What follows belongs to an exercise in optimizing a design on an open flow for a short achievable clock period; a production flow would make more cautious choices. Where RTL was checked, it was by simulation tests only, not by an equivalence proof against the original. For run 3, only the layout was checked, not whether the RTL still works. No run shown here takes its clock network from TritonCTS; it comes from the design's own scripts or RTL. The flow treats the clock pin as an ideal source. Dropping or thinning the clock tree relies on that and would not hold on a real chip. Power figures rest on the tool's default switching activity, not on a simulated workload.

## flow/flow/pre_cts.tcl

```tcl
# Sourced by ORFS's cts.tcl (PRE_CTS_TCL) just before it builds the clock
# tree: replace TritonCTS with the two-level tree of mycts.tcl. The rest of
# cts.tcl (legalisation, timing repair) runs as usual.
source [file join [file dirname [info script]] mycts.tcl]
rename clock_tree_synthesis _tritoncts
proc clock_tree_synthesis {args} {
  my_clock_tree $::env(MY_CTS_COLS) $::env(MY_CTS_ROWS)
}
```

## flow/flow/mycts.tcl

```tcl
proc my_clock_tree {ncol nrow} {
  set block [ord::get_db_block]
  set db [ord::get_db]
  set rcell sky130_fd_sc_hd__clkbuf_16
  set lcell sky130_fd_sc_hd__clkbuf_16
  if {[info exists ::env(MY_CTS_ROOT_CELL)]} { set rcell $::env(MY_CTS_ROOT_CELL) }
  if {[info exists ::env(MY_CTS_LEAF_CELL)]} { set lcell $::env(MY_CTS_LEAF_CELL) }
  set rmaster [$db findMaster $rcell]
  set lmaster [$db findMaster $lcell]
  set clk [$block findNet clk]
  set sinks {}
  foreach it [$clk getITerms] {
    set inst [$it getInst]
    set bb [$inst getBBox]
    set x [expr {([$bb xMin] + [$bb xMax]) / 2}]
    set y [expr {([$bb yMin] + [$bb yMax]) / 2}]
    lappend sinks [list $x $y $it]
  }
  set n [llength $sinks]
  # columns by x, equal counts
  set sx [lsort -integer -index 0 $sinks]
  set per_col [expr {($n + $ncol - 1) / $ncol}]
  set root_i 0
  set leaf_i 0
  for {set c 0} {$c < $ncol} {incr c} {
    set col [lrange $sx [expr {$c * $per_col}] [expr {($c + 1) * $per_col - 1}]]
    if {[llength $col] == 0} continue
    set rnet [odb::dbNet_create $block "clknet_root_$c"]
    $rnet setSigType CLOCK
    set rinst [odb::dbInst_create $block $rmaster "clkbuf_root_$c"]
    [$rinst findITerm A] connect $clk
    [$rinst findITerm X] connect $rnet
    set sy [lsort -integer -index 1 $col]
    set m [llength $sy]
    set per_row [expr {($m + $nrow - 1) / $nrow}]
    set lx 0; set ly 0; set nl 0
    for {set r 0} {$r < $nrow} {incr r} {
      set grp [lrange $sy [expr {$r * $per_row}] [expr {($r + 1) * $per_row - 1}]]
      if {[llength $grp] == 0} continue
      set lnet [odb::dbNet_create $block "clknet_leaf_${c}_$r"]
      $lnet setSigType CLOCK
      set linst [odb::dbInst_create $block $lmaster "clkbuf_leaf_${c}_$r"]
      [$linst findITerm A] connect $rnet
      [$linst findITerm X] connect $lnet
      set gx 0; set gy 0
      foreach s $grp {
        lassign $s x y it
        $it disconnect
        $it connect $lnet
        set gx [expr {$gx + $x}]; set gy [expr {$gy + $y}]
      }
      set gx [expr {$gx / [llength $grp]}]
      set gy [expr {$gy / [llength $grp]}]
      $linst setLocation $gx $gy
      $linst setPlacementStatus PLACED
      set lx [expr {$lx + $gx}]; set ly [expr {$ly + $gy}]; incr nl
    }
    $rinst setLocation [expr {$lx / $nl}] [expr {$ly / $nl}]
    $rinst setPlacementStatus PLACED
  }
  $clk setSigType CLOCK
  puts "my_clock_tree: $n sinks, $ncol roots, $ncol x $nrow leaves"
}
```

## flow/standard.sh

```bash
#!/bin/bash
# synth_recipe.tcl (not shown) runs the flow's synth.tcl, then flattens the netlist and writes it again
# the make line also repeats each setting of config.mk as NAME=value (left out here)
make -C /OpenROAD-flow-scripts/flow DESIGN_CONFIG=/design/flow/config.mk WORK_HOME=/design/flow/orfs CLKGATE_MAP_FILE= SYNTH_SCRIPT=/design/flow/synth_recipe.tcl "${@:-finish}"
```

## flow/design.v

```verilog
module Fifo
(
input clk,rst, wr_en, rd_en,
input           [7:0] buf_in,
output reg      [7:0] buf_out,
output          [7:0] fifo_counter,
output          buf_empty,
output reg      buf_full
);
reg  [6:0]  cnt_o;    
reg         ne_o;     
reg  [7:0]  lo_r;     
reg  [8:0]  hi_r;     
reg         sh;       
reg         wq;       
reg  [7:0]  din_q;    
reg  [7:0]  wlo;      
reg  [7:0]  whi;      
reg  [7:0]  ent [63:0];
assign fifo_counter = {1'b0, cnt_o};
assign buf_empty    = ~ne_o;
wire [7:0] lo = {lo_r[7:1], ~lo_r[0]};
wire [8:0] hi = {hi_r[8:1], ~hi_r[0]};
wire empty = lo[0] & hi[0];      
wire full  = hi[8];              
wire at1   = lo[1] & hi[0];      
wire at63  = lo[7] & hi[7];      
wire [7:0] lo_inc = {lo[6:0], lo[7]};
wire [7:0] lo_dec = {lo[0], lo[7:1]};
wire [8:0] hi_inc = lo[7] ? {hi[7:0], 1'b0} : hi;
wire [8:0] hi_dec = lo[0] ? {1'b0, hi[8:1]} : hi;
function [6:0] enc;
     input [7:0] l;
     input [8:0] h;
     begin
          enc[0] = l[1] | l[3] | l[5] | l[7];
          enc[1] = l[2] | l[3] | l[6] | l[7];
          enc[2] = l[4] | l[5] | l[6] | l[7];
          enc[3] = h[1] | h[3] | h[5] | h[7];
          enc[4] = h[2] | h[3] | h[6] | h[7];
          enc[5] = h[4] | h[5] | h[6] | h[7];
          enc[6] = h[8];
     end
endfunction
wire [6:0] b_hold = enc(lo, hi);
wire [6:0] b_inc  = enc(lo_inc, hi_inc);
wire [6:0] b_dec  = enc(lo_dec, hi_dec);
wire [7:0] lo_10 = full  ? lo : lo_inc;
wire [8:0] hi_10 = full  ? hi : hi_inc;
wire [6:0] b_10  = full  ? b_hold : b_inc;
wire       f_10  = full | at63;
wire [7:0] lo_01 = empty ? lo : lo_dec;
wire [8:0] hi_01 = empty ? hi : hi_dec;
wire [6:0] b_01  = empty ? b_hold : b_dec;
wire       ne_01 = ~(empty | at1);
wire [7:0] lo_11 = full ? lo_dec : (empty ? lo_inc : lo);
wire [8:0] hi_11 = full ? hi_dec : (empty ? hi_inc : hi);
wire [6:0] b_11  = full ? b_dec  : (empty ? b_inc  : b_hold);
reg  [7:0] lo_nx;
reg  [8:0] hi_nx;
reg  [6:0] b_nx;
reg        ne_nx, f_nx;
always @*
begin
     case ({wr_en, rd_en})
     2'b10:   begin lo_nx = lo_10; hi_nx = hi_10; b_nx = b_10;   ne_nx = 1'b1;   f_nx = f_10; end
     2'b01:   begin lo_nx = lo_01; hi_nx = hi_01; b_nx = b_01;   ne_nx = ne_01;  f_nx = 1'b0; end
     2'b11:   begin lo_nx = lo_11; hi_nx = hi_11; b_nx = b_11;   ne_nx = 1'b1;   f_nx = 1'b0; end
     default: begin lo_nx = lo;    hi_nx = hi;    b_nx = b_hold; ne_nx = ~empty; f_nx = full; end
     endcase
end
always @(posedge clk or posedge rst)
begin
if (rst) begin
     cnt_o    <= 7'd0;
     ne_o     <= 1'b0;
     buf_full <= 1'b0;
     lo_r     <= 8'd0;
     hi_r     <= 9'd0;
end else begin
     cnt_o    <= b_nx;
     ne_o     <= ne_nx;
     buf_full <= f_nx;
     lo_r     <= {lo_nx[7:1], ~lo_nx[0]};
     hi_r     <= {hi_nx[8:1], ~hi_nx[0]};
end
end
wire [7:0] head = (wq && at1) ? din_q : (sh ? ent[1] : ent[0]);
wire       re   = rd_en & ~empty;
wire       we   = wr_en & ~full;
always @(posedge clk or posedge rst)
begin
if (rst) begin
     buf_out <= 8'd0;
     sh      <= 1'b0;
     wq      <= 1'b0;
     wlo     <= 8'd0;
     whi     <= 8'd0;
end else begin
     if (re)
          buf_out <= head;
     sh  <= re;
     wq  <= we;
     wlo <= re ? lo_dec : lo;
     whi <= we ? (re ? hi_dec[7:0] : hi[7:0]) : 8'd0;
end
end
always @(posedge clk)
     din_q <= buf_in;
integer i;
always @(posedge clk)
begin
     for (i = 0; i < 64; i = i + 1)
          if (wlo[i % 8] && whi[i / 8])
               ent[i] <= din_q;
          else if (sh && i < 63)
               ent[i] <= ent[i + 1];
end
endmodule
```

## flow/config.mk

```make
export PLATFORM = sky130hd
export DESIGN_NAME = Fifo
export DESIGN_NICKNAME = Fifo
export VERILOG_FILES = /design/flow/design.v
export SDC_FILE = /design/flow/constraint.sdc
export NUM_CORES = 4
export LEC_CHECK = 0
export ABC_CLOCK_PERIOD_IN_PS = 400
export CAP_MARGIN = 20
export CORE_MARGIN = 2
export CORE_UTILIZATION = 65
export SETUP_SLACK_MARGIN = 2.7
export SLEW_MARGIN = 20
export TNS_END_PERCENT = 5
```

## flow/flow/run.sh

```bash
#!/bin/bash
# The standard layout (standard.sh), except that:
# - the clock tree is built by flow/mycts.tcl (hooked in through ORFS's
#   PRE_CTS_TCL): the clock port drives MY_CTS_COLS roots, each driving
#   MY_CTS_ROWS leaves, each driving an equal group of nearby flip-flops;
# - the port buffers that ORFS adds to every input and output are
#   buf_6 instead of the smallest buffer;
# - timing repair may resize a cell to one of another footprint
#   (MATCH_CELL_FOOTPRINT=0; the platform sets 1).
# Everything standard.sh runs logs to standard.log and ORFS's own logs.
set -euo pipefail
export PRE_CTS_TCL=$PWD/flow/pre_cts.tcl
export MY_CTS_COLS=4
export MY_CTS_ROWS=8
export MY_CTS_ROOT_CELL=sky130_fd_sc_hd__buf_16
export MY_CTS_LEAF_CELL=sky130_fd_sc_hd__clkbuf_16
export BUFFER_PORTS_ARGS="-buffer_cell sky130_fd_sc_hd__buf_6"
bash standard.sh MATCH_CELL_FOOTPRINT=0 finish > standard.log 2>&1
```

## flow/constraint.sdc

```tcl
create_clock -name core_clock -period 4.0 [get_ports {clk}]
set_input_delay 0.8000 -clock core_clock [delete_from_list [all_inputs] [get_ports {clk}]]
set_output_delay 0.8000 -clock core_clock [all_outputs]
set_load 0.01 [all_outputs]
```

==> notes.md, run 1 <==
Worst setup path:
- At the worst endpoint, the arrival time is 2030 ps.
- The biggest cell delay along the critical path is 540 ps.
- The element type at the critical path start is a register.
- The largest fanout on the critical path is 7.
- Walking the worst path, the cells encountered are o21ai_4 -> buf_6 -> nor2_4 -> buf_4 -> o31ai_2 -> o221ai_1.
- For this design, the slowest cell found on the critical path is sky130_fd_sc_hd__dfrtp_4.
- The worst setup path is captured at a register.
- The data required time at the worst endpoint is 4180 ps.
- Together, buffers and inverters on the worst path number 2.
- The cell family contributing the most delay on the critical path is compound AO/OA/AOI/OAI gates.
- The start-to-end type of the worst setup path is reg -> reg.

Layout:
- The cell area after layout is 0.0279 sq mm.
- The final layout contains 1603 nets.
- Registers take 0.0168 sq mm.
- The ratio of cells with drive above 1 in the final layout is 48.9%.
- The library cell used most frequently in the layout, excluding fill and tap cells, is sky130_fd_sc_hd__edfxtp_1.
- The layout overhead on the synthesized area is 12.4%.
- Leaving out fill and tap cells, the most frequent cells in the layout are sky130_fd_sc_hd__edfxtp_1, sky130_fd_sc_hd__mux2_2, sky130_fd_sc_hd__nand2_1.
- The combined area of the multi-input logic cells is 0.00826 sq mm.
- The antenna diode count is 0.
- The layout has 2293 filler cells.

Power and ir drop:
- The part of the total power dissipated in sequential elements is 57.1%.
- The total power density per cell area is 590 mW/mm^2.
- The fraction of power spent switching nets is 27.3%.
- The sum of internal, switching and leakage power is 0.0165 W.
- The fraction of power consumed by combinational cells is 22.4%.
- Of the total power, the clock network draws 20.5%.
- The maximum resistive drop on vdd is 0.415 mV.
- The internal power of the cells totals 0.0120 W.
- The reported net switching power is 0.00449 W.
- The leakage power summed over all cells is 10.1 nW.

GRT:
- In the global route stage, met1 resource usage came out at 36.0%.
- Global routing used 2.06% of the available met3 tracks.
- The largest net degree at the start of global routing is 53.
- Global routing used 24.6% of the available tracks.
- The met2 global-route usage is 41.1%.
- The global-route layer with the greatest usage is met2.
- The total congestion overflow after global routing is 0.
- The via count of the first global-routing pass is 13027.
- The number of antenna violations at the first check in global routing is 1.
- The first global-routing pass estimated 74900 microns of wire.

STA:
- The max-slew violation count is 0.
- Once routing completed, OpenROAD measured the worst setup slack at 2140 ps.
- Setup repair after global routing could not meet its margin everywhere.
- The share of the cycle needed by the critical path after routing is 46.4%.
- The maximum operating frequency is 0.538 GHz.
- Headroom to the max-slew limit came out at 51.3%.
- The worst-case clock skew is 12.2 ps.
- At the pin with the least slew margin, the transition time is 730 ps.
- The shortest clock period the worst path allows after layout is 1860 ps.
- The accumulated negative setup slack is 0 ps.
- Setup violations remaining at the end of the flow were counted as 0.
- The number of hold violations in the final report is 0.

Clock tree:
- The clock latency on the worst-skew pair is 330 ps.
- The clock transition at the registers of the reported paths is 80 ps.
- After clock tree synthesis, the flow added hold-fix buffers numbering 0.

Job:
- The count of max-cap constraint violations is 0.

Synth:
- The fraction of registers with async set or reset after synthesis is 9.09%.
- After Yosys synthesis, and, or, nand and nor cells account for 4.70% of the synthesized area.
- The synthesized netlist devotes 2.56% of its cell area to compound gates.
- Synthesis produced 1551 cells.
- The count of yosys warnings during synthesis is 2.
- The leading register cell type out of synthesis is sky130_fd_sc_hd__edfxtp_1.
- Summed over all instances, the cell type with the most area after synthesis is sky130_fd_sc_hd__edfxtp_1.
- The portion of netlist area occupied by mux cells is 23.3%.
- The count of flip-flops with a built-in enable after synthesis is 504.
- The share of the Yosys chip area taken by registers is 67.4%.
- The share of the synthesized netlist area taken by xor and xnor gates is 0%.
- Counting flops and latches in the post-synthesis netlist gives 572.
- The net count after synthesis is 1563.
- After synthesis, the mean cell area works out to 16.0 sq um.
- The cell area after technology mapping is 0.0249 sq mm.
- The largest family of logic cells by synthesized area is multiplexers.
- Yosys attributes the largest share of cell area to sky130_fd_sc_hd__edfxtp_1, sky130_fd_sc_hd__mux2_2, sky130_fd_sc_hd__dfrtp_1.
- The count of different cell masters after synthesis is 52.
- Summing the areas of all fa, ha and maj instances in the mapped netlist gives 0% of the synthesized area.
- The area share of the largest cell type after synthesis is 60.9%.

Place:
- The congestion estimate from routability-driven global placement came to 0.859.
- Prior to clock tree synthesis, the placed netlist has a worst setup slack of 1420 ps.
- The detailed-placement wirelength estimate is 28400 microns.
- The number of buffers inserted by port buffering is 28.
- After detailed placement, the total cell area comes to 0.0255 sq mm.

Routing:
- The detailed-route wire length is 51200 microns.
- In the final routed layout, each cell accounts on average for 24.4 microns.
- Detailed routing inserted a total of 13263 vias.
- The number of vias per cell is 6.32.
- In the routed design, unresolved DRC markers number 0.
- The number of routed nets with antenna violations is 0.
- The number of DRC markers after the initial detailed-route iteration is 901.
- The first-pass detailed-route iteration total is 6.

Die:
- The die is 200 microns wide.
- During I/O placement, the number of pins put on the boundary was 30.
- Once the floorplan was initialized, standard cells occupied 66.0% of the core.
- The area enclosed by the die boundary is 0.0398 sq mm.
- The die height is 200 microns.
- The area of the core is 0.0377 sq mm.
- The placement row count is 71.

Hold path:
- In this run the worst hold path is classified as reg -> reg.

Run status:
- The flow ran to the end and the layout has no timing, DRC or antenna violations.
==> final timing paths <==
| path | startpoint | endpoint | slack [ps] | depth (start not counted) |
|---|---|---|---|---|
| min | buf_out[2] | buf_out[2] | 510 | 2 |
| max | register | hi_r[1] | 2140 | 6 |
| min in group asynchronous | rst | hi_r[5] | 660 | 3 |
| max reg2reg | register | hi_r[1] | 2140 | 6 |
| min reg2reg | buf_out[2] | buf_out[2] | 510 | 2 |
| max in group asynchronous | rst | wlo[6] | 2770 | 3 |
==> layer usage <==
metal | up-vias | wire [microns]
met1 | 6867 | 22300
met4 | 0 | 1370
met2 | 364 | 25000
met3 | 91 | 2410
met5 | - | 0
li1 | 5941 | -
==> worst reg2reg max path, stage by stage, from the launching register on <==
cell and delay (ps):
sky130_fd_sc_hd__dfrtp_4 540, sky130_fd_sc_hd__o21ai_4 280, sky130_fd_sc_hd__buf_6 160, sky130_fd_sc_hd__nor2_4 40
sky130_fd_sc_hd__buf_4 150, sky130_fd_sc_hd__o31ai_2 310, sky130_fd_sc_hd__o221ai_1 220
==> cells in the mapped netlist, types with 6 or more instances <==
cell type,count
sky130_fd_sc_hd__edfxtp_1,504
sky130_fd_sc_hd__mux2_2,496
sky130_fd_sc_hd__nand2_1,110
sky130_fd_sc_hd__clkbuf_1,100
sky130_fd_sc_hd__nand2b_1,65
sky130_fd_sc_hd__dfrtp_1,52
sky130_fd_sc_hd__nor2_1,36
sky130_fd_sc_hd__o21ai_0,21
sky130_fd_sc_hd__mux2i_1,20
sky130_fd_sc_hd__a21oi_1,19
sky130_fd_sc_hd__dfxtp_1,16
sky130_fd_sc_hd__buf_2,10
sky130_fd_sc_hd__a221o_1,8
sky130_fd_sc_hd__inv_1,8
sky130_fd_sc_hd__nor2b_1,8
sky130_fd_sc_hd__nor3_1,7
sky130_fd_sc_hd__nand3_1,6
==> registers in the layout (all words and copies together) (netlist names), 7 cells and up, named ones only <==
| name | count |
|---|---|
| hi_r | 8 |
| whi | 8 |
| ent | 512 |
| cnt_o | 7 |
| wlo | 8 |
| lo_r | 7 |
| buf_out | 8 |
| din_q | 8 |
==> area by class of cell <==
type,instances,share of cell area (%)
tap,511,2.29
multi-input combinational,861,29.6
sequential,572,60.3
timing repair buffer,111,4.38
inverter,9,0.179
buffer,36,3.26
==> power groups by stage <==
stage               clock, W  sequential [W]  combinational (W)
floorplan                  0         0.00880            0.00248
global placement           0         0.00952            0.00273
detailed placement         0         0.00952            0.00282
CTS                  0.00271         0.00957            0.00305
global route         0.00362         0.00953            0.00400
finish               0.00338         0.00940            0.00369
==> repair_timing <==
item,in CTS,in global routing
cloned,3,5
gates resized for setup,68,153
endpoints found under the setup margin,1127,1090
pin swaps,16,24
buffers inserted,24,46
==> stage by stage <==
| stage | hold slack, ps | utilization (%) | instances |
|---|---|---|---|
| finish | 512 | 74.1 | 2100 |
| floorplan | 406 | - | 1551 |
| CTS | 497 | 71.4 | 2049 |
| global placement | 492 | 67.5 | 1985 |
| global route | 532 | 74.1 | 2100 |
| detailed placement | 497 | 67.6 | 1986 |
==> cells by family after synthesis <==
logic type | count (synthesis)
flops | 572
other cells | 1
compound gates | 92
simple gates | 246
buf+inv | 124
mux | 516
==> run 2, diff against run 1 <==
--- a/flow/flow/run.sh
+++ b/flow/flow/run.sh
@@ -14,3 +14,3 @@
 export MY_CTS_ROWS=8
-export MY_CTS_ROOT_CELL=sky130_fd_sc_hd__buf_16
+export MY_CTS_ROOT_CELL=sky130_fd_sc_hd__clkbuf_16
 export MY_CTS_LEAF_CELL=sky130_fd_sc_hd__clkbuf_16
--- a/flow/config.mk
+++ b/flow/config.mk
@@ -7,3 +7,3 @@
 export LEC_CHECK = 0
-export ABC_CLOCK_PERIOD_IN_PS = 400
+export ABC_CLOCK_PERIOD_IN_PS = 1000
 export CAP_MARGIN = 20
==> run 2 against run 1 <==
Still clean; combinational power barely moved; total power fell by 0.13%; global-route usage barely moved; fmax rose by 3.8%; hold slack barely moved.
==> notes.md, run 2 <==
Layout:
- The number of fill cells in the layout is 2314.
- The combined area of the multi-input logic cells is 0.00829 sq mm.
- The count of nets after finishing is 1597.
- Leaving out fill and tap cells, the most frequent cells in the layout are sky130_fd_sc_hd__edfxtp_1, sky130_fd_sc_hd__mux2_2, sky130_fd_sc_hd__nand2_1.
- The fraction of the core area covered by cells at the end of the flow is 74.0%.
- 0 antenna diodes ended up in the layout.
- Compared with the post-synthesis result, the final layout area differs by 12.2%.
- The post-route netlist has 48.1% of its cells at a drive strength greater than 1.
- The largest register by flop count is ent.
- The register with the most flip-flops in the layout has 512 of them.
- In the final layout, flip-flops and latches occupy 0.0168 sq mm.
- The commonest non-fill, non-tap cell in the layout is sky130_fd_sc_hd__edfxtp_1.

STA:
- The final setup violation count is 0.
- The worst-case clock skew is 12.8 ps.
- The relative slew slack is 45.2%.
- Setup repair after global routing could not meet its margin everywhere.
- The maximum operating frequency is 0.559 GHz.
- Of the available clock period, the critical path in the final layout requires 44.7%.
- The number of hold violations in the final report is 0.
- For the finished layout, the period the worst path requires is 1790 ps.
- The max-slew violation count came to 0.
- The slew at the pin closest to its max-slew limit is 822 ps.
- In the final timing run, aggregate negative setup slack is 0 ps.

GRT:
- The first global-routing pass estimated 74900 microns of wire.
- Entering global routing, the biggest net connects 53 pins.
- Global routing finished with a remaining overflow of 0.
- The aggregate global-route resource usage is 24.6%.
- The via count of the first global-routing pass is 13002.
- The number of antenna violations at the first check in global routing was 1.

Die:
- The area of the core is 0.0377 sq mm.
- The die height is 200 microns.
- After floorplanning, the core was divided into 71 placement rows.
- In this run the count of I/O pins placed on the die edge is 30.
- The initial utilization of the core area, before any placement, comes to 66.0%.
- The area enclosed by the die boundary is 0.0398 sq mm.
- The die is 200 microns wide.

Power and ir drop:
- VDD sags by at most 0.419 mV.
- The internal power summed over all cells is 0.0119 W.
- The analysis attributes to net switching a power of 0.00451 W.
- The total power density per cell area is 590 mW/mm^2.
- The portion of total power attributed to the clock network is 20.3%.
- Combinational cells account for 22.4% of the total power.
- The part of the total power dissipated in sequential elements is 57.3%.
- Net switching is 27.4% of the power.
- In this run the static leakage power is 10.1 nW.

Job:
- The tool flagged a number of max-cap violations equal to 0.

Routing:
- The first-pass detailed-route iteration total is 5.
- The detailed-route wire length is 51200 microns.
- Dividing the detail-routed wire length by the instance count gives 24.4 microns.
- The detailed-route via count is 13156.
- Dividing the detail-routed via count by the number of cells gives 6.28.
- The number of DRC markers after the initial detailed-route iteration is 782.
- The detail route stage leaves a number of antenna-violating nets equal to 0.
- The DRC violation count after routing is 0.

Synth:
- The register area share after synthesis is 67.4%.
- Averaged over all synthesized cells, the footprint is 16.0 sq um.
- The Yosys step of the flow raised 2 warnings.
- In the synthesized netlist the async set-or-reset flop fraction comes to 9.09%.
- The count of flip-flops with a built-in enable after synthesis is 504.
- Ranked by total cell area, the synthesized netlist is headed by sky130_fd_sc_hd__edfxtp_1, sky130_fd_sc_hd__mux2_2, sky130_fd_sc_hd__dfrtp_1.
- Yosys mapped the design onto 52 distinct sky130hd cell types.
- The post-synthesis cell count is 1551.
- Ranked by instance count, the synthesized netlist is headed by sky130_fd_sc_hd__edfxtp_1, sky130_fd_sc_hd__mux2_2, sky130_fd_sc_hd__nand2_1.
- Counting every net in the synthesized netlist gives 1563.
- Among all flip-flop cells after synthesis, the most frequent one is sky130_fd_sc_hd__edfxtp_1.
- The flip-flop and latch count after synthesis is 572.
- The most common cell in the synthesized netlist is sky130_fd_sc_hd__edfxtp_1.
- The cell type contributing the most total cell area after synthesis is sky130_fd_sc_hd__edfxtp_1.
- Of the post-synthesis cell area, the dominant cell type holds 60.9%.
- The cell area after technology mapping is 0.0249 sq mm.

Place:
- Once detailed placement completed, the half-perimeter wirelength came to 28400 microns.
- Routability-driven placement finished with a final weighted congestion of 0.859.
- Input and output buffers added on the ports amount to 28.

Run status:
- The run finished with no timing, DRC or antenna violations.

Worst setup path:
- The number of buffers and inverters on the critical path is 1.
- On the critical path, the stage with the largest delay is an instance of sky130_fd_sc_hd__dfrtp_4.
- On the critical path the largest part of the delay comes from compound AO/OA/AOI/OAI gates.
- The largest fanout on the critical path is 7.
- The start-to-end type of the worst setup path is reg -> reg.
- STA classifies the critical path startpoint as a register.
- For the worst setup path, the data required time is 4290 ps.
- In this design, the stage delay of the slowest critical-path cell is 540 ps.
- The worst setup path is captured at a register.
- Walking the worst path, the cells encountered are o21ai_4 -> clkinv_4 -> a211oi_4 -> or2_4 -> a221o_1.
- The arrival time of the worst setup path is 2070 ps.

Clock tree:
- The clock reaches the later pin of the worst-skew pair after 360 ps.
- The clock transition at the registers of the reported paths is 80 ps.

Hold path:
- The worst hold path belongs to the class reg -> reg.
-- run 2: final cells by class --
type | count | area share [%]
Timing Repair Buffer | 103 | 4.17
Multi-Input combinational cell | 863 | 29.7
Buffer | 36 | 3.23
Inverter | 9 | 0.179
Sequential cell | 572 | 60.4
Tap cell | 511 | 2.29
-- run 2: cells by family (layout without fill, tap and decap cells) --
logic type	Yosys count	count (layout)	share of synthesized area [%]
AOI/OAI and AO/OA	92	93	2.56
other	1	1	0.0151
muxes	516	516	23.3
DFF	572	572	67.4
buffers and inverters	124	148	2.01
and+or+nand+nor	246	253	4.70
-- run 2: path summary, 6_finish.rpt --
path	from	to	slack (ps)	depth (start not counted)
setup / recovery	register	lo_r[1]	2210	5
setup reg to reg	register	lo_r[1]	2210	5
max in group asynchronous	rst	wlo[4]	2800	3
hold reg to reg	buf_out[2]	buf_out[2]	510	2
min in group asynchronous	rst	hi_r[5]	630	3
hold / removal	buf_out[2]	buf_out[2]	510	2
-- run 2: per-stage QoR --
step	cell area (sq um)	instances	hold WS (ps)	power (W)	setup WS [ps]
final	27900	2094	513	0.0165	2210
after global routing	27900	2094	531	0.0171	2200
after CTS	26900	2049	497	0.0153	2040
after detailed placement	25500	1986	497	0.0123	1420
after global placement	25400	1985	492	0.0122	1460
after floorplan	24900	1551	406	0.0113	2070
-- run 2: routing by layer --
metal  global-route usage (%)  vias to the layer above  share of wire (%)
li1                         -                     5929                  -
met1                     35.9                     6774                 43
met2                     41.2                      360                 49
met3                     2.11                       91                5.0
met4                     4.75                        2                2.5
met5                        0                        -              0.025
-- run 2: worst min-delay path: cells and delay by family, from the launching register on --
kind | cells | cell delay, ps
DFF | 1 | 370
and+or+nand+nor | 1 | 50
AOI/OAI and AO/OA | 1 | 60
-- run 2: repair_timing --
item,in CTS,in global routing
pin swaps,16,25
cloned,3,7
gates resized for setup,68,152
hold buffers,0,0
setup endpoints to repair,1127,1083
buffers inserted,24,38
-- run 2: power groups by stage --
stage	clock network (W)	logic [W]	registers, W
5_1_grt	0.00357	0.00399	0.00955
3_3_place_gp	0	0.00273	0.00952
3_5_place_dp	0	0.00282	0.00952
4_1_cts	0.00266	0.00305	0.00957
2_1_floorplan	0	0.00248	0.00880
6_report	0.00333	0.00368	0.00943
==> run 3, diff against run 2 <==
--- a/flow/design.v
+++ b/flow/design.v
@@ -16,4 +16,3 @@
 reg  [7:0]  din_q;    
-reg  [7:0]  wlo;      
-reg  [7:0]  whi;      
+reg  [63:0] wsel;     
 reg  [7:0]  ent [63:0];
@@ -87,2 +86,10 @@
 end
+wire [63:0] at, at_dec;
+genvar g;
+generate
+for (g = 0; g < 64; g = g + 1) begin : dec
+     assign at[g]     = lo[g % 8] & hi[g / 8];
+     assign at_dec[g] = lo[(g + 1) % 8] & hi[(g + 1) / 8];
+end
+endgenerate
 wire [7:0] head = (wq && at1) ? din_q : (sh ? ent[1] : ent[0]);
@@ -96,4 +103,3 @@
      wq      <= 1'b0;
-     wlo     <= 8'd0;
-     whi     <= 8'd0;
+     wsel    <= 64'd0;
 end else begin
@@ -103,4 +109,3 @@
      wq  <= we;
-     wlo <= re ? lo_dec : lo;
-     whi <= we ? (re ? hi_dec[7:0] : hi[7:0]) : 8'd0;
+     wsel <= we ? (re ? at_dec : at) : 64'd0;
 end
@@ -113,3 +118,3 @@
      for (i = 0; i < 64; i = i + 1)
-          if (wlo[i % 8] && whi[i / 8])
+          if (wsel[i])
                ent[i] <= din_q;
==> flow/flow/run.sh (replaced) <==
#!/bin/bash
# The standard layout (standard.sh), except that:
# - the clock tree is built by flow/mycts.tcl (hooked in through ORFS's
#   PRE_CTS_TCL): the clock port drives MY_CTS_COLS roots, each driving
#   MY_CTS_ROWS leaves, each driving an equal group of nearby flip-flops;
# - the port buffers that ORFS adds to every input and output are
#   BUFFER_CELL instead of the smallest buffer.
# Everything standard.sh runs logs to standard.log and ORFS's own logs.
set -euo pipefail
export PRE_CTS_TCL=$PWD/flow/pre_cts.tcl
export MY_CTS_COLS=4
export MY_CTS_ROWS=10
export MY_CTS_ROOT_CELL=sky130_fd_sc_hd__buf_16
export MY_CTS_LEAF_CELL=sky130_fd_sc_hd__clkbuf_8
export BUFFER_PORTS_ARGS="-buffer_cell sky130_fd_sc_hd__buf_6"
bash standard.sh > standard.log 2>&1
==> run 3 against run 2 <==
Still clean on timing, DRC and antenna; hold slack worse by 49 ps; final cell count up 2.3%; die area up 6.0%; core utilization down 2.1 points; sequential power up about 10%; combinational power up 15%; routed wire length up 4.4%; via count up 2.3%; critical path depth unchanged.
==> notes.md, run 3 <==
Run status:
- The run finished with no timing, DRC or antenna violations.

Synth:
- Counting every net in the synthesized netlist gives 1633.
- The number of different library cells used by synthesis comes to 58.
- Sorting the synthesized cells by how often they occur yields sky130_fd_sc_hd__mux2_2, sky130_fd_sc_hd__edfxtp_1, sky130_fd_sc_hd__dfrtp_1.
- In this run the mean area of a mapped cell was 16.3 sq um.
- Counting flops with a built-in enable in the synthesized netlist gives 504.
- The cell area after technology mapping is 0.0264 sq mm.
- Synthesis produced 1621 cells.
- The leading register cell type out of synthesis is sky130_fd_sc_hd__edfxtp_1.
- The Yosys step of the flow raised 2 warnings.
- In the post-synthesis netlist, the biggest area contributors are sky130_fd_sc_hd__edfxtp_1, sky130_fd_sc_hd__mux2_2, sky130_fd_sc_hd__dfrtp_1.
- The share of synthesized area in the top cell type comes to 57.4%.
- The leading cell type by number of instances after synthesis is sky130_fd_sc_hd__mux2_2.
- For this run, the register share of the synthesized area comes to 68.1%.
- The cell type contributing the most total cell area after synthesis is sky130_fd_sc_hd__edfxtp_1.
- Counting flops with an async set or reset pin after synthesis yields a share of 16.1%.
- The flip-flop and latch count after synthesis is 620.

Power and ir drop:
- IR analysis of the VDD net gives a maximum drop of 0.420 mV.
- The design draws 0.0175 W.
- The total power density per cell area is 611 mW/mm^2.
- The leakage power summed over all cells is 10.2 nW.

Worst setup path:
- STA classifies the critical path endpoint as a register.
- The most critical setup path has its endpoint at cnt_o[4].
- The logic depth of the worst register-to-register path is 5.
- The cell with the largest stage delay on the worst path is sky130_fd_sc_hd__dfrtp_4.
- The data required time at the worst endpoint is 4220 ps.
- The arrival time of the worst setup path is 1960 ps.
- In this run the critical register-to-register path is captured at cnt_o[4].
- For this run, the slowest stage of the critical path takes 560 ps.
- The start-to-end type of the worst setup path is reg -> reg.
- The internal reg-to-reg setup slack is 2260 ps.
- The largest fanout on the critical path is 6.
- The element type at the critical path start is a register.
- The signal on the critical path passes through o21ai_4 -> buf_12 -> nor2_4 -> a211o_4 -> a221o_1.

Routing:
- The first-pass detailed-route iteration total is 8.
- The DRC violation count after routing is 0.
- The detailed-route via count is 13457.
- The number of vias per cell is 6.28.
- After detailed routing, the average wire length per cell comes to 24.9 microns.
- The detailed router finished its first iteration with 1091 violations.
- The number of routed nets with antenna violations is 0.
- The detailed-route wire length is 53500 microns.

Job:
- The count of max-cap constraint violations is 0.

Place:
- Once detailed placement completed, the half-perimeter wirelength came to 30300 microns.
- Once placement finished, the instance area stood at 0.0268 sq mm.
- The number of buffers inserted by port buffering is 28.
- Routability-driven placement finished with a final weighted congestion of 0.865.
- The setup slack at placement is 1510 ps.

GRT:
- The via count of the first global-routing pass was 13356.
- The number of antenna violations at the first check in global routing is 1.
- The wire length of the first global-routing pass is 78300 microns.
- In the global route stage, overall resource usage came out at 24.1%.
- The total congestion overflow after global routing is 0.
- Entering global routing, the biggest net connects 83 pins.

Die:
- The overall die width is 205 microns.
- In this run the vertical extent of the chip is 205 microns.
- The number of top-level design ports is 30.
- The initial core utilization is 66.1%.
- After floorplanning, the core was sized to cover 0.0399 sq mm.
- The area enclosed by the die boundary is 0.0422 sq mm.
- The placement row count is 73.

STA:
- Subtracting the final worst setup slack from the clock period gives 1740 ps.
- The final critical path takes up 43.5% of the cycle.
- The clock arrives with 34.9 ps of skew.
- The number of hold violations in the final report came to 0.
- The max-slew violation count is 0.
- Setup slack closes at 2260 ps.
- Headroom to the max-slew limit came out at 51.9%.
- Setup repair after global routing could not meet its margin everywhere.
- The slew at the pin closest to its max-slew limit is 721 ps.
- The accumulated negative setup slack is 0 ps.
- The final setup violation count is 0.
- Based on the critical path, the design can be clocked at up to 0.574 GHz.

Layout:
- Relative to the synthesized area, the layout overhead comes to 8.86%.
- For this run, the post-layout net count is 1630.
- The largest registers in the layout are ent (512), wsel (64).
- After routing the design area is 0.0287 sq mm.
- Of the cells placed in the final design, the portion with a size suffix greater than 1 is 49.6%.
- The largest register by flop count is ent.
- The flip-flop count of the largest register, all copies and words added is 512.
- The commonest non-fill, non-tap cell in the layout is sky130_fd_sc_hd__mux2_2.
- Leaving out fill and tap cells, the most frequent cells in the layout are sky130_fd_sc_hd__mux2_2, sky130_fd_sc_hd__edfxtp_1, sky130_fd_sc_hd__dfrtp_1.

Clock tree:
- For this design, the CTS-stage hold fixing added 0 buffers.
- The clock reaches the later pin of the worst-skew pair after 320 ps.
- Clock-pin slew was measured on the worst setup and hold paths at 100 ps.

Hold path:
- The worst min-delay path class is in -> async.
==> run 3: how the worst min path moves through the flow <==
stage,start,to
5_1_grt,rst,wsel[57]
6_report,rst,wsel[57]
2_1_floorplan,din_q[0],ent[63][0]
4_1_cts,buf_out[6],buf_out[6]
3_5_place_dp,buf_out[4],buf_out[4]
3_3_place_gp,buf_out[2],buf_out[2]
==> run 3: per-layer routing <==
| metal | track usage (%) | vias to the layer above | wire (microns) |
|---|---|---|---|
| li1 | - | 5955 | - |
| met1 | 35.2 | 6983 | 23200 |
| met2 | 41.1 | 419 | 26300 |
| met3 | 1.41 | 100 | 2440 |
| met4 | 4.11 | 0 | 1500 |
| met5 | 0 | - | 0 |
==> run 3: critical path: cells and delay by family, from the launching register on <==
| family | cells | cell delay, ps |
|---|---|---|
| AO/OA/AOI/OAI | 3 | 860 |
| flip-flops | 1 | 560 |
| buffers and inverters | 1 | 170 |
| AND/OR/NAND/NOR | 1 | 40 |
==> run 3: cell type report <==
cell class / instances / area [sq um]
Antenna cell: 2 / 5.00
Buffer: 44 / 661
Fill cell: 2448 / 11200
Inverter: 8 / 47.5
Multi-Input combinational cell: 828 / 8030
Sequential cell: 620 / 18000
Tap cell: 525 / 657
Timing Repair Buffer: 115 / 1290
Timing Repair inverter: 1 / 6.26
==> run 3: cells by family (layout without fill, tap and decap cells) <==
kind of cell | Yosys count | in the layout | share of synthesized area, %
compound gates | 81 | 81 | 2.13
simple gates | 217 | 219 | 4.75
flops | 620 | 620 | 68.1
mux | 527 | 527 | 22.4
buf+inv | 175 | 168 | 2.60
other cells | 1 | 3 | 0.0142
==> run 3: through the flow <==
stage,std cells,hold slack (ps),utilization (%)
6_report,2143,464,71.9
4_1_cts,2101,497,70.2
3_3_place_gp,2018,489,67.2
3_5_place_dp,2018,500,67.2
5_1_grt,2141,483,71.9
2_1_floorplan,1621,406,-
==> run 3: what timing repair did <==
item	4_1_cts	5_1_grt
setup endpoints to repair	1150	1174
pin swaps	17	16
setup buffers	35	39
gates resized for setup	50	74
cloned	4	1
==> run 3: power breakdown <==
part	total, W	internal [W]	switching (W)
registers	0.0104	0.00934	0.00108
clock network	0.00291	0.00113	0.00177
logic	0.00422	0.00232	0.00190
total	0.0175	0.0128	0.00475
==> run 4, diff against run 3 <==
==> flow/design.v (replaced) <==
module Fifo
(
input clk,rst, wr_en, rd_en,
input           [7:0] buf_in,
output reg      [7:0] buf_out,
output          [7:0] fifo_counter,
output          buf_empty,
output reg      buf_full
);
reg  [6:0]  cnt_o;    
reg         ne_o;     
reg  [7:0]  lo_r;     
reg  [8:0]  hi_r;     
reg         sh;       
reg         wq;       
reg  [7:0]  din_q;    
reg  [7:0]  wlo;      
reg  [7:0]  whi;      
reg  [7:0]  ent [63:0];
assign fifo_counter = {1'b0, cnt_o};
assign buf_empty    = ~ne_o;
wire [7:0] lo = {lo_r[7:1], ~lo_r[0]};
wire [8:0] hi = {hi_r[8:1], ~hi_r[0]};
wire empty = lo[0] & hi[0];      
wire full  = hi[8];              
function [6:0] enc;
     input [7:0] l;
     input [8:0] h;
     begin
          enc[0] = l[1] | l[3] | l[5] | l[7];
          enc[1] = l[2] | l[3] | l[6] | l[7];
          enc[2] = l[4] | l[5] | l[6] | l[7];
          enc[3] = h[1] | h[3] | h[5] | h[7];
          enc[4] = h[2] | h[3] | h[6] | h[7];
          enc[5] = h[4] | h[5] | h[6] | h[7];
          enc[6] = h[8];
     end
endfunction
wire [7:0] lo_10 = {lo[6:1], lo[0] & ~full, lo[7] | full};
wire [7:0] lo_01 = {lo[0] & ~empty, lo[7:2], lo[1] | empty};
wire [7:0] lo_11 = {lo[7] | full, lo[6:2], lo[1] | empty, lo[0] & ~full & ~empty};
wire [8:0] hi_10 = lo[7] ? {hi[7:0], 1'b0} : hi;
wire [8:0] hi_01 = lo[0] ? {1'b0, hi[8:2], hi[1] | hi[0]} : hi;
wire [8:0] hi_11 = {1'b0, hi[7] | hi[8], hi[6:0]};
wire [6:0] b_10 = enc(lo_10, hi_10);
wire [6:0] b_01 = enc(lo_01, hi_01);
wire [6:0] b_11 = enc(lo_11, hi_11);
wire [6:0] b_00 = enc(lo, hi);
wire       ne_01 = ~(hi[0] & (lo[0] | lo[1]));
wire       f_10  = hi[8] | (lo[7] & hi[7]);
wire [7:0] wlo_1 = {lo[0] & ~empty, lo[7:2], lo[1] | empty};    
wire [7:0] whi_1 = {hi[7] & ~lo[0], lo[0] ? hi[7:2] : hi[6:1], lo[0] ? (hi[1] | hi[0]) : hi[0]};
always @(posedge clk or posedge rst)
begin
if (rst) begin
     cnt_o    <= 7'd0;
     ne_o     <= 1'b0;
     buf_full <= 1'b0;
     lo_r     <= 8'd0;
     hi_r     <= 9'd0;
     wlo      <= 8'd0;
     whi      <= 8'd0;
end else begin
     cnt_o    <= wr_en ? (rd_en ? b_11 : b_10) : (rd_en ? b_01 : b_00);
     ne_o     <= wr_en | (rd_en ? ne_01 : ~empty);
     buf_full <= ~rd_en & (wr_en ? f_10 : full);
     lo_r     <= wr_en ? (rd_en ? {lo_11[7:1], ~lo_11[0]} : {lo_10[7:1], ~lo_10[0]})
                       : (rd_en ? {lo_01[7:1], ~lo_01[0]} : lo_r);
     hi_r     <= wr_en ? (rd_en ? {hi_11[8:1], ~hi_11[0]} : {hi_10[8:1], ~hi_10[0]})
                       : (rd_en ? {hi_01[8:1], ~hi_01[0]} : hi_r);
     wlo      <= rd_en ? wlo_1 : lo;
     whi      <= wr_en ? (rd_en ? whi_1 : hi[7:0]) : 8'd0;
end
end
wire [7:0] head = (wq && lo[1] && hi[0]) ? din_q : (sh ? ent[1] : ent[0]);
wire       re   = rd_en & ~empty;
always @(posedge clk or posedge rst)
begin
if (rst) begin
     buf_out <= 8'd0;
     sh      <= 1'b0;
     wq      <= 1'b0;
end else begin
     if (re)
          buf_out <= head;
     sh <= re;
     wq <= wr_en & ~full;
end
end
always @(posedge clk)
     din_q <= buf_in;
integer i;
always @(posedge clk)
begin
     for (i = 0; i < 64; i = i + 1)
          if (wlo[i % 8] && whi[i / 8])
               ent[i] <= din_q;
          else if (sh && i < 63)
               ent[i] <= ent[i + 1];
end
endmodule
--- a/flow/flow/run.sh
+++ b/flow/flow/run.sh
@@ -6,3 +6,5 @@
 # - the port buffers that ORFS adds to every input and output are
-#   BUFFER_CELL instead of the smallest buffer.
+#   buf_6 instead of the smallest buffer;
+# - timing repair may resize a cell to one of another footprint
+#   (MATCH_CELL_FOOTPRINT=0; the platform sets 1).
 # Everything standard.sh runs logs to standard.log and ORFS's own logs.
@@ -11,6 +13,6 @@
 export MY_CTS_COLS=4
-export MY_CTS_ROWS=10
+export MY_CTS_ROWS=8
 export MY_CTS_ROOT_CELL=sky130_fd_sc_hd__buf_16
-export MY_CTS_LEAF_CELL=sky130_fd_sc_hd__clkbuf_8
+export MY_CTS_LEAF_CELL=sky130_fd_sc_hd__clkbuf_16
 export BUFFER_PORTS_ARGS="-buffer_cell sky130_fd_sc_hd__buf_6"
-bash standard.sh > standard.log 2>&1
+bash standard.sh MATCH_CELL_FOOTPRINT=0 finish > standard.log 2>&1
==> run 4 against run 3 <==
Fmax down 0.67%; setup slack lost 12 ps; sequential power is 11% lower; sequential cell count fell by 48; critical path depth unchanged; global-route usage down 0.62 points; sequential share of layout area is 0.68 points lower; first-iteration DRC count is 34% lower; via count shrank 6.5%; die area down 5.9%; total power decreased by 12%.
==> notes.md, run 4 <==
STA:
- Static timing analysis puts the maximum clock frequency at 0.570 GHz.
- At the pin with the least slew margin, the transition time is 718 ps.
- The max-slew violation count is 0.
- Between clock sinks in the finished design, the worst skew comes to 12.9 ps.
- The relative slew slack is 52.1%.
- The shortest clock period the worst path allows after layout is 1750 ps.
- The accumulated negative setup slack is 0 ps.
- Across all hold checks on the routed design, the worst slack comes to 501 ps.
- The number of hold violations in the final report is 0.
- Setup violations remaining at the end of the flow were counted as 0.
- The share of the cycle needed by the critical path after routing is 43.8%.
- Setup repair after global routing could not meet its margin everywhere.

Layout:
- Registers take 0.0168 sq mm.
- The largest register by flop count is ent.
- In the layout the commonest cells are sky130_fd_sc_hd__edfxtp_1, sky130_fd_sc_hd__mux2_2, sky130_fd_sc_hd__nand2_1.
- The ratio of cells with drive above 1 in the final layout is 45.3%.
- 0 antenna diodes ended up in the layout.
- Relative to the synthesized area, the layout overhead comes to 9.36%.
- The number of fill cells in the layout is 2413.
- The multi-input combinational cells in the finished layout cover a total of 0.00786 sq mm.
- Once layout is complete, the cells apart from fillers number 2037.
- The flip-flop count of the largest register, all copies and words added is 512.
- Cells fill 72.1% of the core in the end.
- Leaving out fill and tap cells, the most frequent cell in the layout is sky130_fd_sc_hd__edfxtp_1.
- For this run, the post-layout net count is 1541.
- The cell area after layout is 0.0271 sq mm.
- The largest registers in the layout are ent (512), hi_r (9).

Die:
- Once the floorplan was initialized, standard cells occupied 65.9% of the core.
- The overall die width is 199 microns.
- The number of top-level design ports is 30.
- The die height is 199 microns.
- The floorplan has 71 rows.
- The area enclosed by the die boundary is 0.0397 sq mm.
- The area of the core is 0.0376 sq mm.

Job:
- Max-cap violations in this run came to 0.

Place:
- The weighted congestion reported at the end of routability-driven placement is 0.812.
- The number of buffers inserted by port buffering is 28.
- Once placement completed, the tool counted placed cells totaling 1968.
- The detailed-placement wirelength estimate is 27500 microns.
- The placed standard-cell area is 0.0255 sq mm.

Synth:
- Of all flip-flops after synthesis, the portion carrying an async set or reset was 9.09%.
- The area share of the largest cell type after synthesis is 61.1%.
- Synthesis handed over a netlist of 1526 instances.
- Sequential cells were found to cover 67.6% of the synthesized design area.
- By area the synthesized netlist is led by sky130_fd_sc_hd__edfxtp_1, sky130_fd_sc_hd__mux2_2, sky130_fd_sc_hd__dfrtp_1.
- The net count after synthesis is 1539.
- After synthesis, the mean cell area works out to 16.2 sq um.
- sky130_fd_sc_hd__edfxtp_1 takes more of the synthesized area than any other cell.
- The commonest cells after synthesis are sky130_fd_sc_hd__edfxtp_1, sky130_fd_sc_hd__mux2_2, sky130_fd_sc_hd__nand2_1.
- The number of different library cells used by synthesis comes to 56.
- The cell area after technology mapping is 0.0248 sq mm.
- Yosys mapped a number of flops with a built-in enable equal to 504.
- After synthesis the netlist holds a flip-flop and latch count of 572.
- In the synthesized netlist the dominant register cell turns out to be sky130_fd_sc_hd__edfxtp_1.
- Yosys printed 2 warnings.
- The leading cell type by number of instances after synthesis is sky130_fd_sc_hd__edfxtp_1.

GRT:
- The aggregate global-route resource usage is 23.5%.
- The total congestion overflow after global routing is 0.
- The number of antenna violations at the first check in global routing was 0.
- The first global-routing pass estimated 72000 microns of wire.
- The via count of the first global-routing pass is 12430.
- Entering global routing, the biggest net connects 53 pins.

Worst setup path:
- In this run the register-to-register setup slack is 2290 ps.
- The element type at the critical path start is a primary input.
- The number of buffers and inverters on the critical path is 2.
- The start-to-end type of the worst setup path is in -> reg.
- The data required time at the worst endpoint is 4200 ps.
- Traced cell by cell, the critical path runs through buf_16 -> inv_12 -> ha_4 -> or3b_4 -> a221o_1.
- STA classifies the critical path endpoint as a register.
- The largest fanout on the critical path is 6.
- The cell with the largest stage delay on the worst path is sky130_fd_sc_hd__or3b_4.
- The biggest cell delay along the critical path is 420 ps.
- The largest delay contributor family on the critical path is simple AND/OR/NAND/NOR gates.
- The arrival time of the worst setup path is 1960 ps.

Power and ir drop:
- The total power density per cell area is 569 mW/mm^2.
- The maximum resistive drop on vdd is 0.387 mV.
- The leakage power summed over all cells is 9.60 nW.

Clock tree:
- The number of buffers inserted for hold repair after clock tree synthesis is 0.
- After clock tree synthesis, the clock-pin slew on the worst setup and hold paths is 70 ps.
- The clock latency on the worst-skew pair is 330 ps.

Routing:
- After detailed routing, the average wire length per cell comes to 22.7 microns.
- The first-pass detailed-route iteration total is 5.
- The detailed-route via count is 12578.
- For this run, design rule violations remaining after detail routing come to 0.
- The detailed-route wire length is 46200 microns.
- Once detail routing completed, the nets flagged for antenna violations numbered 0.
- Dividing the detail-routed via count by the number of cells gives 6.17.
- The number of DRC markers after the initial detailed-route iteration is 723.

Hold path:
- The worst min-delay path class is reg -> reg.

Run status:
- The flow ran to the end and the layout has no timing, DRC or antenna violations.
-- run 4: cell types whose count changed after synthesis, moves of 8 or more --
| cell | previous run | this run |
|---|---|---|
| sky130_fd_sc_hd__and2_1 | 53 | 15 |
| sky130_fd_sc_hd__buf_1 | 56 | 1 |
| sky130_fd_sc_hd__dfrtp_1 | 100 | 52 |
| sky130_fd_sc_hd__mux2_2 | 510 | 502 |
| sky130_fd_sc_hd__nand2_1 | 30 | 93 |
| sky130_fd_sc_hd__nand2b_1 | 0 | 65 |
| sky130_fd_sc_hd__nand3_1 | 20 | 2 |
| sky130_fd_sc_hd__nor2_1 | 14 | 31 |
| sky130_fd_sc_hd__o31ai_1 | 0 | 9 |
| sky130_fd_sc_hd__or2_2 | 62 | 1 |
-- run 4: final timing paths --
check / depth (start not counted) / start / endpoint
min in group asynchronous: 3 / rst / lo_r[3]
max in group asynchronous: 3 / rst / sh
min reg2reg: 2 / buf_out[7] / buf_out[7]
max reg2reg: 2 / wlo[5] / ent[37][1]
min: 2 / buf_out[7] / buf_out[7]
max: 5 / wr_en / hi_r[4]
-- run 4: layer usage --
| metal | GRT usage [%] | vias up | part of all wire (%) |
|---|---|---|---|
| met5 | 0 | - | 0 |
| met4 | 3.62 | 0 | 1.7 |
| met3 | 0.827 | 47 | 4.1 |
| met2 | 38.9 | 288 | 49 |
| met1 | 35.8 | 6456 | 46 |
| li1 | - | 5787 | - |
-- run 4: where the power goes --
part | total [W] | switching [W] | leakage [nW] | internal, W
Sequential | 0.00922 | 0.000723 | 5.58 | 0.00850
Combinational | 0.00283 | 0.00138 | 3.58 | 0.00146
Clock | 0.00337 | 0.00172 | 0.445 | 0.00165
-- run 4: cells by family (layout without fill, tap and decap cells) --
kind of cell               Yosys count  after routing  synth area share, %
other                                1              1               0.0151
and+or+nand+nor                    240            240                 4.88
muxes                              514            514                 23.3
adders and majority gates            1              1               0.0505
buffers and inverters              117            117                 1.86
AOI/OAI and AO/OA                   81             81                 2.28
DFF                                572            572                 67.6
-- run 4: repair_timing --
| item | 4_1_cts | 5_1_grt |
|---|---|---|
| pin swaps | 10 | 6 |
| setup buffers | 18 | 12 |
| gates cloned | 3 | 0 |
| endpoints found under the setup margin | 1121 | 1080 |
| resized for setup | 59 | 63 |
-- run 4: final cells by class --
| type | count | share of cell area [%] |
|---|---|---|
| plain buffers | 36 | 3.36 |
| inverters | 8 | 0.199 |
| multi-input cells | 837 | 29.0 |
| flip-flops and latches | 572 | 62.1 |
| well taps | 511 | 2.36 |
| repair buffers | 73 | 3.00 |
-- run 4: through the flow --
| stage | worst slack, ps | total power, W |
|---|---|---|
| finish | 2250 | 0.0154 |
| floorplan | 1800 | 0.0110 |
| CTS | 1890 | 0.0148 |
| detailed placement | 1520 | 0.0119 |
| global placement | 1580 | 0.0119 |
| global route | 2230 | 0.0161 |
-- run 4: worst register-to-register path: stages, from the launching register on --
cell	delay [ps]
sky130_fd_sc_hd__dfrtp_2	640
sky130_fd_sc_hd__nand2_1	350
sky130_fd_sc_hd__nand2b_1	400
==> run 5, diff against run 4 <==
==> flow/flow/run.sh (replaced) <==
#!/bin/bash
# The standard layout (standard.sh), except that the clock tree is built
# by flow/mycts.tcl (hooked in through ORFS's PRE_CTS_TCL): the clock port
# drives MY_CTS_COLS clkbuf_16 roots, each driving MY_CTS_ROWS clkbuf_16
# leaves, each driving an equal group of nearby flip-flops.
set -euo pipefail
export PRE_CTS_TCL=$PWD/flow/pre_cts.tcl
export MY_CTS_COLS=4
export MY_CTS_ROWS=8
bash standard.sh > standard.log 2>&1
--- a/flow/flow/mycts.tcl
+++ b/flow/flow/mycts.tcl
@@ -3,8 +3,3 @@
   set db [ord::get_db]
-  set rcell sky130_fd_sc_hd__clkbuf_16
-  set lcell sky130_fd_sc_hd__clkbuf_16
-  if {[info exists ::env(MY_CTS_ROOT_CELL)]} { set rcell $::env(MY_CTS_ROOT_CELL) }
-  if {[info exists ::env(MY_CTS_LEAF_CELL)]} { set lcell $::env(MY_CTS_LEAF_CELL) }
-  set rmaster [$db findMaster $rcell]
-  set lmaster [$db findMaster $lcell]
+  set master [$db findMaster sky130_fd_sc_hd__clkbuf_16]
   set clk [$block findNet clk]
@@ -29,3 +24,3 @@
     $rnet setSigType CLOCK
-    set rinst [odb::dbInst_create $block $rmaster "clkbuf_root_$c"]
+    set rinst [odb::dbInst_create $block $master "clkbuf_root_$c"]
     [$rinst findITerm A] connect $clk
@@ -41,3 +36,3 @@
       $lnet setSigType CLOCK
-      set linst [odb::dbInst_create $block $lmaster "clkbuf_leaf_${c}_$r"]
+      set linst [odb::dbInst_create $block $master "clkbuf_leaf_${c}_$r"]
       [$linst findITerm A] connect $rnet
==> run 5 against run 4 <==
Clock power shrank 2%; largest cell class unchanged; critical path type is now reg -> out; via count grew 1.0%; still clean; core utilization grew 0.29 points; critical path depth shrank 4.
==> notes.md, run 5 <==
Run status:
- The flow ran to the end and the layout has no timing, DRC or antenna violations.

Die:
- 30 I/O pins were placed.
- The region available for standard cell placement spans 0.0376 sq mm.
- The placement row count is 71.
- The area enclosed by the die boundary is 0.0397 sq mm.
- The initial core utilization is 65.9%.
- The floorplan step set the die width to 199 microns.
- The die height is 199 microns.

Clock tree:
- Clock latency on the worst-skew pair, taken at its later pin, is 360 ps.
- After clock tree synthesis, the clock-pin slew on the worst setup and hold paths is 70 ps.

Power and ir drop:
- Summed over all cells, the static leakage comes to 9.65 nW.
- The total power density per cell area is 567 mW/mm^2.
- The sum of internal, switching and leakage power is 0.0154 W.
- The maximum resistive drop on vdd is 0.429 mV.

GRT:
- The number of antenna violations at the first check in global routing is 0.
- Entering global routing, the biggest net connects 53 pins.
- The total congestion overflow after global routing is 0.
- The via count of the first global-routing pass is 12849.
- The first global-routing pass estimated 72800 microns of wire.
- The aggregate global-route resource usage is 23.7%.

STA:
- After layout, the worst path uses 44.0% of the clock period.
- The shortest clock period the worst path allows after layout is 1760 ps.
- The relative slew slack is 54.5%.
- On the final layout, the worst clock skew is 11.7 ps.
- The number of hold violations in the final report is 0.
- The max-slew violation count came to 0.
- The accumulated negative setup slack is 0 ps.
- Derived from the worst setup path, the maximum achievable clock frequency is 0.568 GHz.
- The slew at the pin closest to its max-slew limit is 683 ps.
- The final setup violation count is 0.
- Setup repair after global routing could not meet its margin everywhere.

Synth:
- sky130_fd_sc_hd__edfxtp_1 takes more of the synthesized area than any other cell.
- Synthesis instantiated 56 different standard cells from the library.
- The leading register cell type out of synthesis is sky130_fd_sc_hd__edfxtp_1.
- Counting flops with a built-in enable in the synthesized netlist gives 504.
- The area share of the largest cell type after synthesis is 61.1%.
- Synthesis handed over a netlist of 1526 instances.
- When the netlist entered floorplanning its net count stood at 1539.
- The flip-flop and latch count after synthesis is 572.
- A synthesized cell averages 16.2 sq um.
- By count the netlist is led by sky130_fd_sc_hd__edfxtp_1, sky130_fd_sc_hd__mux2_2, sky130_fd_sc_hd__nand2_1.
- The cell area that synthesis handed to floorplanning was 0.0248 sq mm.
- Ranked by total cell area, the synthesized netlist is headed by sky130_fd_sc_hd__edfxtp_1, sky130_fd_sc_hd__mux2_2, sky130_fd_sc_hd__dfrtp_1.
- The count of yosys warnings during synthesis is 2.
- The leading cell type by number of instances after synthesis is sky130_fd_sc_hd__edfxtp_1.
- Of the synthesized area, sequential elements account for 67.6%.
- In the synthesized netlist the async set-or-reset flop fraction comes to 9.09%.

Worst setup path:
- The largest fanout on the critical path is 2.
- In this design, the stage delay of the slowest critical-path cell is 460 ps.
- The element type at the critical path start is a register.
- Among all stages on the critical path, the largest delay is contributed by sky130_fd_sc_hd__dfrtp_2.
- The data required time at the worst endpoint is 3200 ps.
- The capturing element type of the critical path is a primary output.
- Walking the worst path, the cells encountered are buf_6.
- The critical path buffer and inverter count is 1.
- For the worst setup path, the data arrival time is 960 ps.
- The start-to-end type of the worst setup path is reg -> out.
- On the critical path the largest part of the delay comes from flip-flops.

Layout:
- The register with the most flip-flops in the layout has 512 of them.
- In the final layout, the registers with the most flip-flops are ent (512), hi_r (9).
- In the layout the commonest cells are sky130_fd_sc_hd__edfxtp_1, sky130_fd_sc_hd__mux2_2, sky130_fd_sc_hd__nand2_1.
- The antenna diode count is 0.
- The library cell used most frequently in the layout, excluding fill and tap cells, is sky130_fd_sc_hd__edfxtp_1.
- The final non-filler cell total is 2041.
- The number of fill cells in the layout is 2339.
- The layout overhead on the synthesized area is 9.80%.
- The count of nets after finishing is 1545.
- The register with the most flip-flops in the final layout is ent.
- The ratio of cells with drive above 1 in the final layout is 45.0%.

Routing:
- For this run, the detailed router's first-pass iteration total came to 5.
- The detailed-route wire length is 46900 microns.
- The detailed-route via count is 12709.
- The final routed wire length divided by cell count is 23.0 microns.
- The number of vias per cell is 6.23.
- The number of DRC markers after the initial detailed-route iteration is 608.
- The DRC violation count after routing is 0.
- The detail route stage leaves a number of antenna-violating nets equal to 0.

Job:
- The tool flagged a number of max-cap violations equal to 0.

Place:
- After detailed placement, the design holds a cell count of 1970.
- The detailed-placement wirelength estimate is 27600 microns.
- The congestion estimate from routability-driven global placement came to 0.781.
- The number of buffers inserted by port buffering is 28.

Hold path:
- The worst min-delay path class is reg -> reg.
## run 5: cell counts after synthesis
Identical to the previous run, type by type.
## run 5: area by class of cell
cell class	count	area (sq um)	area share (%)
buffer	36	901	3.31
inverter	8	53.8	0.198
multi-input combinational	838	7930	29.2
sequential	572	16800	61.8
tap	511	639	2.35
timing repair buffer	74	848	3.12
timing repair inverter	2	12.5	0.0460
## run 5: metrics by stage
step | util (%) | worst slack, ps | hold WS, ps | cell area [sq um]
after floorplan | - | 1800 | 406 | 24900
after global placement | 67.7 | 1160 | 463 | 25400
after detailed placement | 67.7 | 1130 | 469 | 25500
after CTS | 71.4 | 1920 | 468 | 26800
after global routing | 72.4 | 2210 | 498 | 27200
final | 72.4 | 2240 | 479 | 27200
## run 5: layer usage
metal / up-vias / global-route usage (%) / part of all wire, %
li1: 5781 / - / -
met1: 6557 / 35.4 / 46
met2: 313 / 39.2 / 48
met3: 58 / 1.38 / 4.0
met4: 0 / 5.00 / 2.2
met5: - / 0 / 0
## run 5: final timing paths
path                            start          to  slack [ps]  cells after the start
hold / removal             buf_out[6]  buf_out[6]         480                      2
setup reg to reg               wlo[3]  ent[43][5]        2280                      2
min in group asynchronous         rst      wlo[2]         550                      2
hold reg to reg            buf_out[6]  buf_out[6]         480                      2
max in group asynchronous         rst      whi[6]        2980                      2
setup / recovery           buf_out[4]  buf_out[4]        2240                      1
## run 5: timing repair
action	in CTS	in global routing
resized for setup	81	115
pin swaps	15	0
endpoints found under the setup margin	1144	1070
buffers inserted	22	7
gates cloned	5	1
hold buffers	0	0
## run 5: cell families (layout without fill, tap and decap cells)
logic type,count (synthesis),count (layout),synth area share (%)
fa+ha+maj,1,1,0.0505
other cells,1,1,0.0151
mux,514,514,23.3
simple gates,240,241,4.88
compound gates,81,81,2.28
flops,572,572,67.6
buf+inv,117,120,1.86
## run 5: report_power, final
group          total, W  leakage, nW  switching, W  internal (W)
Combinational   0.00287         3.63       0.00140       0.00147
Sequential      0.00924         5.57      0.000743       0.00850
Clock           0.00331        0.444       0.00171       0.00160
==> run 6, diff against run 5 <==
--- a/flow/config.mk
+++ b/flow/config.mk
@@ -11,4 +11,4 @@
 export CORE_UTILIZATION = 65
-export SETUP_SLACK_MARGIN = 2.7
+export SETUP_SLACK_MARGIN = 2.45
 export SLEW_MARGIN = 20
-export TNS_END_PERCENT = 5
+export TNS_END_PERCENT = 30
==> run 6 against run 5 <==
Still clean; fmax shrank 2.6%; routed wire length grew 2.3%; combinational power shrank 3%; hold slack gained 1.0 ps; via count grew 0.48%; critical endpoint unchanged.
==> notes.md, run 6 <==
Run status:
- The run finished with no timing, DRC or antenna violations.

Place:
- After detailed placement, the design holds a cell count of 1970.
- Timing analysis after detailed placement gives a worst setup slack of 1130 ps.
- The detailed-placement wirelength estimate is 27600 microns.
- The weighted congestion reported at the end of routability-driven placement is 0.781.
- The number of buffers inserted by port buffering is 28.

Die:
- The initial core utilization is 65.9%.
- Measured along the x axis, the die boundary spans 199 microns.
- The area of the core is 0.0376 sq mm.
- The die covers 0.0397 sq mm.
- The die is 199 microns tall.
- The floorplan has 71 rows.
- In this run the count of I/O pins placed on the die edge is 30.

Synth:
- The count of yosys warnings during synthesis is 2.
- The register area share after synthesis is 67.6%.
- In this run, synthesis produced a sequential element count of 572.
- Counting every instance in the synthesized netlist gives 1526.
- sky130_fd_sc_hd__edfxtp_1 is the most common cell in the netlist.
- The synthesized design contains 504 enable-type register cells.
- The leading register cell type out of synthesis is sky130_fd_sc_hd__edfxtp_1.
- The count of different cell masters after synthesis is 56.
- By count the netlist is led by sky130_fd_sc_hd__edfxtp_1, sky130_fd_sc_hd__mux2_2, sky130_fd_sc_hd__nand2_1.
- Ranked by total cell area, the synthesized netlist is headed by sky130_fd_sc_hd__edfxtp_1, sky130_fd_sc_hd__mux2_2, sky130_fd_sc_hd__dfrtp_1.
- The mean cell area of the mapped netlist is 16.2 sq um.
- The net count after synthesis is 1539.
- After synthesis, the share of flip-flops with an asynchronous set or reset is 9.09%.
- The cell area after technology mapping is 0.0248 sq mm.
- The synthesized design devotes to its leading area cell type 61.1% of total area.
- The cell type contributing the most total cell area after synthesis is sky130_fd_sc_hd__edfxtp_1.

Routing:
- The number of vias per cell is 6.26.
- The final routed wire length divided by cell count is 23.5 microns.
- The DRC violation count after routing is 0.
- The routed design has 48000 microns of wire.
- After the first detailed-routing iteration, the DRC count stood at 725.
- The number of routed nets with antenna violations is 0.
- The detailed-route via count is 12770.
- The first-pass detailed-route iteration total is 5.

STA:
- The max-slew violation count is 0.
- At the pin with the least slew margin, the transition time is 677 ps.
- Static timing analysis puts the maximum clock frequency at 0.553 GHz.
- Headroom to the max-slew limit came out at 54.8%.
- The final setup violation count is 0.
- The worst-case clock skew is 11.5 ps.
- Counting I/O delays and the setup requirement, the final critical path takes 1810 ps.
- Setup repair after global routing could not meet its margin everywhere.
- Setup slack on the critical path of the routed design comes to 2190 ps.
- The accumulated negative setup slack is 0 ps.
- The final critical path takes up 45.2% of the cycle.
- The number of hold violations in the final report is 0.

Clock tree:
- For this design, the CTS-stage hold fixing added 0 buffers.
- Clock-pin slew was measured on the worst setup and hold paths at 80 ps.
- The clock latency on the worst-skew pair is 360 ps.

GRT:
- The largest net degree at the start of global routing is 53.
- The met1 usage in global routing is 35.1%.
- met2 is the most crowded layer.
- The first global-routing pass estimated 72500 microns of wire.
- The number of antenna violations at the first check in global routing came to 1.
- Global routing used 38.9% of the available met2 tracks.
- The met3 track demand over resource is 1.42%.
- The total congestion overflow after global routing is 0.
- The via count of the first global-routing pass is 12878.
- The aggregate global-route resource usage is 23.5%.

Layout:
- The antenna diode count is 0.
- The ratio of cells with drive above 1 in the final layout is 49.1%.
- Compared with the post-synthesis result, the final layout area differs by 9.34%.
- The largest registers in the layout are ent (512), hi_r (9).
- For this run, the share of the core covered by cells in the final layout is 72.1%.
- The register with the most flip-flops in the layout has 512 of them.
- Leaving out fill and tap cells, the most frequent cells in the layout are sky130_fd_sc_hd__edfxtp_1, sky130_fd_sc_hd__mux2_2, sky130_fd_sc_hd__nand2b_2.
- At the end of the flow, the number of nets in the layout was 1543.
- The combined area of the multi-input logic cells is 0.00793 sq mm.
- The finished layout holds 2039 standard cells, fillers aside.
- Counting flops per register, the top entry is ent.
- The layout has 2366 filler cells.
- The commonest non-fill, non-tap cell in the layout is sky130_fd_sc_hd__edfxtp_1.
- The area used by sequential logic in the layout is 0.0168 sq mm.

Worst setup path:
- STA puts the critical path data arrival time at 1010 ps.
- The critical path goes through dlymetal6s2s_1.
- The capturing element type of the critical path is a primary output.
- Among cell families on the critical path, the largest total delay comes from flip-flops.
- The largest fanout on the critical path is 2.
- STA classifies the critical path startpoint as a register.
- In this run the number of cells on the critical path is 1.
- The logic depth of the worst register-to-register path is 2.
- In this design, the stage delay of the slowest critical-path cell is 460 ps.
- By startpoint and endpoint, the worst setup path is classified as reg -> out.
- The critical path buffer and inverter count is 1.
- For the worst setup path, the data required time is 3200 ps.
- The largest individual stage delay along the critical path comes from the cell sky130_fd_sc_hd__dfrtp_2.

Hold path:
- Along the worst hold path, the cell count comes to 2.
- The worst min-delay path class is reg -> reg.

Power and ir drop:
- The leakage power summed over all cells is 9.46 nW.
- Total power for the finished layout comes to 0.0153 W.
- Dividing total power by cell area gives a power density of 567 mW/mm^2.
- IR analysis of the VDD net gives a maximum drop of 0.431 mV.

Job:
- The count of max-cap constraint violations is 0.
## run 6: cell counts after synthesis
Identical to the previous run, type by type.
## run 6: per-layer routing
metal | part of all wire (%) | vias up
met2 | 47 | 355
met1 | 45 | 6573
met3 | 4.9 | 70
met5 | 0 | -
li1 | - | 5772
met4 | 2.5 | 0
## run 6: cells by family after synthesis
kind of cell | after synthesis | synth area share [%]
other cells | 1 | 0.0151
flops | 572 | 67.6
buf+inv | 117 | 1.86
mux | 514 | 23.3
compound gates | 81 | 2.28
fa+ha+maj | 1 | 0.0505
simple gates | 240 | 4.88
## run 6: path summary, 6_finish.rpt
path / slack [ps] / from / endpoint
min in group asynchronous: 770 / rst / wlo[4]
min: 480 / buf_out[1] / buf_out[1]
min reg2reg: 480 / buf_out[1] / buf_out[1]
max in group asynchronous: 2890 / rst / whi[5]
max reg2reg: 2260 / wlo[1] / ent[33][0]
max: 2190 / buf_out[4] / buf_out[4]
## run 6: report_power, final
group          switching [W]  internal, W  leakage, nW
clock network        0.00172      0.00160        0.444
registers           0.000762      0.00850         5.57
logic                0.00137      0.00140         3.44
total                0.00385       0.0115         9.46
## run 6: stage by stage
step / area, sq um / hold slack [ps]
4_1_cts: 26900 / 468
5_1_grt: 27100 / 523
3_5_place_dp: 25500 / 469
2_1_floorplan: 24900 / 406
3_3_place_gp: 25400 / 463
6_report: 27100 / 480
## run 6: what timing repair did
item,4_1_cts,5_1_grt
buffers inserted,19,10
pin swaps,15,5
cloned,4,0
endpoints found under the setup margin,1129,816
gates resized for setup,144,86
## run 6: cell type report
class                   instances  share of cell area [%]
inverters                       8                   0.199
repair buffers                 73                    2.72
repair inverters                2                  0.0462
flip-flops and latches        572                    62.1
well taps                     511                    2.36
multi-input cells             837                    29.3
plain buffers                  36                    3.32

Setup slack of run 6, layout unchanged: 2.193 ns with ideal ports, 2.103 ns with driving cells assumed (clock clkbuf_16, inputs buf_2), 1.876 ns with port delays also shifted by the 0.443 ns mid clock arrival.
